Background: an optimization exercise with open tools, aiming at small area. Do not read the settings as production practice. In this exercise RTL edits were held to simulation tests only and were not proved equivalent to the original. Power figures rest on the tool's default switching activity, not on a simulated workload.

**flow/config.mk**
```make
export PLATFORM = sky130hd
export DESIGN_NAME = systolic_array_3x3
export DESIGN_NICKNAME = systolic_array_3x3
export VERILOG_FILES = /design/flow/design.v
export SDC_FILE = /design/flow/constraint.sdc
export NUM_CORES = 4
export LEC_CHECK = 0
export CAP_MARGIN = 20
export CORE_MARGIN = 2
export CORE_UTILIZATION = 40
export PLACE_DENSITY = 0.6
export SLEW_MARGIN = 20
```
**flow/constraint.sdc**
```tcl
create_clock -name core_clock -period 8.0 [get_ports {clk}]
set_input_delay 1.6000 -clock core_clock [delete_from_list [all_inputs] [get_ports {clk}]]
set_output_delay 1.6000 -clock core_clock [all_outputs]
set_load 0.01 [all_outputs]
```
**flow/design.v**
```verilog
module systolic_array_3x3(
    input clk,          
    input rst,          
    input [71:0] a,     
    input [71:0] b,     
    output [143:0] c    
);
wire [7:0] a_wire[0:2][0:2];
wire [7:0] b_wire[0:2][0:2];
wire [15:0] c_wire[0:2][0:2];
genvar i, j;
generate
    for (i = 0; i < 3; i = i + 1) begin: row
        for (j = 0; j < 3; j = j + 1) begin: col
            processing_element PE (
                .clk(clk),
                .rst(rst),
                .a_in((i == 0) ? a[(i*3+j)*8 +: 8] : a_wire[(i>0)?i-1:0][j]),   
                .b_in((j == 0) ? b[(i*3+j)*8 +: 8] : b_wire[i][(j>0)?j-1:0]),   
                .a_out(a_wire[i][j]),                         
                .b_out(b_wire[i][j]),                         
                .c_in((i == 0 || j == 0) ? 16'd0 : c_wire[(i>0)?i-1:0][(j>0)?j-1:0]),  
                .c_out(c_wire[i][j])                          
            );
            assign c[(i*3+j)*16 +: 16] = c_wire[i][j];
        end
    end
endgenerate
endmodule
module processing_element(
    input clk,              
    input rst,              
    input [7:0] a_in,       
    input [7:0] b_in,       
    output [7:0] a_out,     
    output [7:0] b_out,     
    input [15:0] c_in,      
    output reg [15:0] c_out  
);
reg [7:0] a_reg, b_reg;
always @(posedge clk or posedge rst) begin
    if (rst) begin
        a_reg <= 8'd0;
        b_reg <= 8'd0;
        c_out <= 16'd0;
    end else begin
        a_reg <= a_in;
        b_reg <= b_in;
        c_out <= c_in + (a_in * b_in);
    end
end
assign a_out = a_reg;
assign b_out = b_reg;
endmodule
```
**flow/run.sh**
```bash
#!/bin/bash
# synth_recipe.tcl (not shown) runs the flow's synth.tcl, then flattens the netlist and writes it again
# the make line also repeats each setting of config.mk as NAME=value (left out here)
make -C /OpenROAD-flow-scripts/flow DESIGN_CONFIG=/design/flow/config.mk WORK_HOME=/design/flow/orfs CLKGATE_MAP_FILE= SYNTH_SCRIPT=/design/flow/synth_recipe.tcl finish
```
==> impl_metrics.csv <==
group,metric,value,unit
outcome,status,"complete, no violations",
power,peakVddDrop,0.252,mV
synth,synth_warnings,2,
finish,multi_input_area,18000,um^2
route,first_pass_iters,5,
clock_network,path_clk_slew,0.06,ns
sta,report.final.hold_viol_count,0,
placement,gp_congestion,0.878,
synth,synth_top_area_cell,"fa_1",
sta,setup_viol,0,
clock_network,clk-insertion-delay-late,0.54,ns
finish,drive_above_1_share,2.65,%
setup_path,path_class,"in2reg",
synth,ys_types,58,
placement,place_ws,1.65,ns
floorplan,die_w,261,um
power,p_leak,15.6,nW
clock_network,cts_setup_buffers,0,
min_path,min_to,"row[2].col[1].PE.c_out[0]",
floorplan,rows,94,
setup_path,r2r-start,"row[0].col[0].PE.b_reg[2]",
setup_path,worstPathRequired,8.42,ns
sta,tightest_slew,0.842,ns
setup_path,cp-end-kind,"flip-flop",
sta,tns,0,ns
synth,syn-num-nets,3507,
sta,fin_ws,2.19,ns
floorplan,coreArea,65600,um^2
clock_network,numClockSinks,240,
route,drc_errors,0,
sta,maxSlewHeadroom,43.9,%
floorplan,io_pins,290,
route,vias,18165,
setup_path,worstRegToRegCells,15,
clock_network,cts_root_buf,"clkbuf_16",
placement,portBuffers,193,
sta,drv_slew,0,
synth,netlist_instances,2661,
route,drt_iter0_drc,800,
route,drt-vias-per-instance,4.81,
grt,grt-ovfl-total,0,
synth,ys_seq_elements,240,
route,routed_wl,59700,um
synth,syn_area,26400,um^2
finish,fillCellCount,6181,
clock_network,cts_tree,"done",
sta,finalCriticalPeriod,5.81,ns
synth,synthTopCellsByArea,"fa_1, dfrtp_1, ha_1, and2_1, inv_1",
clock_network,post_cts_resized,0,
min_path,hold_depth,1,
sta,finalCritPeriodShare,72.6,%
grt,grt_max_degree,105,
finish,num-nets-final,3733,
floorplan,die_h,261,um
sta,rsz0062_at_grt,"no",
grt,grt_pass1_vias,20009,
route,antenna_left,0,
synth,synthTopCellsByCount,"inv_1, and2_1, fa_1, ha_1, dfrtp_1",
setup_path,cp-start-kind,"input pin",
min_path,min_path_type,"reg2reg",
power,powerDensity,369,nW/um^2
floorplan,initial_core_util,40.3,%
synth,ys.flop_type,"dfrtp_1",
finish,syn2layout_area_growth,16.1,%
grt,grt_pass1_wl,101000,um
synth,async_flop_share,100,%
grt,antenna_found_initial,1,
setup_path,path_max_fanout,9,
synth,synth_top_area_share,28.8,%
placement,dp_hpwl,48600,um
synth,synth_edf_count,0,
route,wl_per_cell,15.8,um
setup_path,r2r_setup_slack,3.43,ns
setup_path,worstPathArrival,6.23,ns
clock_network,hold_buffers,0,
grt,grt_use_total,18.5,%
setup_path,worst_r2r_endpoint,"row[0].col[1].PE.c_out[13]",
clock_network,cts_made_buffers,34,
finish,largest_reg_flops,144,
finish,regArea,6010,um^2
clock_network,clockBufferDepth,3,
synth,synth_most_common_cell,"inv_1",
job,maxCapViolCount,0,
sta,finClkSkew,0.0171,ns
sta,fmax,172,MHz
synth,yosysSeqAreaShare,22.7,%
min_path,hold_start,"row[1].col[0].PE.c_out[0]",
floorplan,dieArea,68200,um^2
synth,syn_avg_cell_area,9.93,um^2
clock_network,h-tree-depth,2,
per-layer routing:
metal / part of all wire (%) / global-route usage (%)
met5: 0 / 0
met4: 2.6 / 5.33
met3: 3.9 / 2.39
met2: 49 / 32.2
met1: 44 / 24.2
critical path, cell delays in order:
cell             delay [ns]
clkdlybuf4s50_1        0.62
and2_1                 0.29
fa_1                   0.53
inv_1                  0.05
fa_1                   0.53
inv_1                  0.05
fa_1                   0.50
inv_1                  0.06
fa_1                   0.48
inv_1                  0.04
ha_1                   0.31
o21ai_0                0.31
a211oi_1               0.10
a2111oi_2              0.46
a21oi_1                0.13
xor2_1                 0.16
layout make-up:
class                           count  area share [%]
Multi-Input combinational cell   1783            58.8
Sequential cell                   240            19.6
Inverter                          632            7.75
Timing Repair Buffer              196            6.41
Tap cell                          864            3.52
Clock buffer                       44            3.17
Clock inverter                     16           0.779
Antenna cell                        2          0.0163
per-stage QoR:
stage	cell area, um^2	power, mW	instances	hold WS, ns	util, %
floorplan	26400	7.58	2661	0.352	-
global placement	29500	9.55	3715	0.540	44.9
detailed placement	29500	9.73	3715	0.523	44.9
CTS	30700	11.5	3775	0.536	46.7
global route	30700	12.7	3776	0.567	46.7
finish	30700	11.3	3777	0.540	46.7
where the power goes:
| part | internal (mW) | leakage, nW | switching (mW) |
|---|---|---|---|
| clock network | 1.05 | 0.593 | 0.591 |
| logic | 3.59 | 12.2 | 4.13 |
| registers | 1.67 | 2.83 | 0.294 |
| total | 6.31 | 15.6 | 5.02 |
worst max-delay path by stage:
stage	startpoint	endpoint	slack, ns	cells after the start
after floorplan	b[50]	row[2].col[0].PE.c_out[13]	2.65	15
after CTS	b[50]	row[2].col[0].PE.c_out[13]	2.22	16
final	b[50]	row[2].col[0].PE.c_out[13]	2.19	16
after global placement	a[13]	row[0].col[1].PE.c_out[13]	1.69	16
after detailed placement	b[50]	row[2].col[0].PE.c_out[13]	1.65	16
after global routing	a[13]	row[0].col[1].PE.c_out[13]	2.02	16
cell usage in the layout, fill, tap and decap left out, drive strengths merged, types with 7 or more instances in the layout:
| cell | count |
|---|---|
| and2 | 403 |
| nor2b | 18 |
| fa | 380 |
| a211oi | 13 |
| a21oi | 65 |
| ha | 320 |
| clkdlybuf4s50 | 193 |
| nand2 | 217 |
| xnor2 | 76 |
| a31oi | 10 |
| inv | 632 |
| dfrtp | 240 |
| nor3 | 9 |
| nor2 | 57 |
| o21bai | 8 |
| clkbuf | 44 |
| clkinv | 7 |
| a21o | 27 |
| nor4 | 7 |
| o31ai | 7 |
| o21a | 10 |
| o21ai | 62 |
| xor2 | 22 |
kinds of logic after synthesis:
family / Yosys count / synth area share [%]
AO/OA/AOI/OAI: 243 / 6.04
XOR/XNOR: 98 / 3.25
adder cells (fa/ha/maj): 700 / 43.9
buffers and inverters: 638 / 9.06
flip-flops: 240 / 22.7
multiplexers: 1 / 0.0379
AND/OR/NAND/NOR: 741 / 15.0

## what the ideal ports hide
No port has a modelled driver above. Below, the same layout with a new extraction and two added sets of constraints. Step 1 sets driving cells, clkbuf_16 on the clock port and buf_2 on the other inputs (assumed; they add their load-dependent delay and slew). Step 2 moves the port delays by t, midway between the first and last clock arrival at a register: inputs arrive t later, outputs are due t later. That takes back most of the time a late clock gives input paths. a / b / c = ideal / step 1 / step 2; a / b = the first two.
t (ns): 0.599
setup slack, ns: 2.191 / 2.227 / 1.628
worst setup path at the end: input to register
clock arrival spread, ns: 0.019 / 0.020
slew at the worst register clock pin (ns): 0.06 / 0.06
After both steps this run still meets setup and hold. The setup slack of this run moves by +0.036 ns with the drivers and by -0.563 ns with both steps.
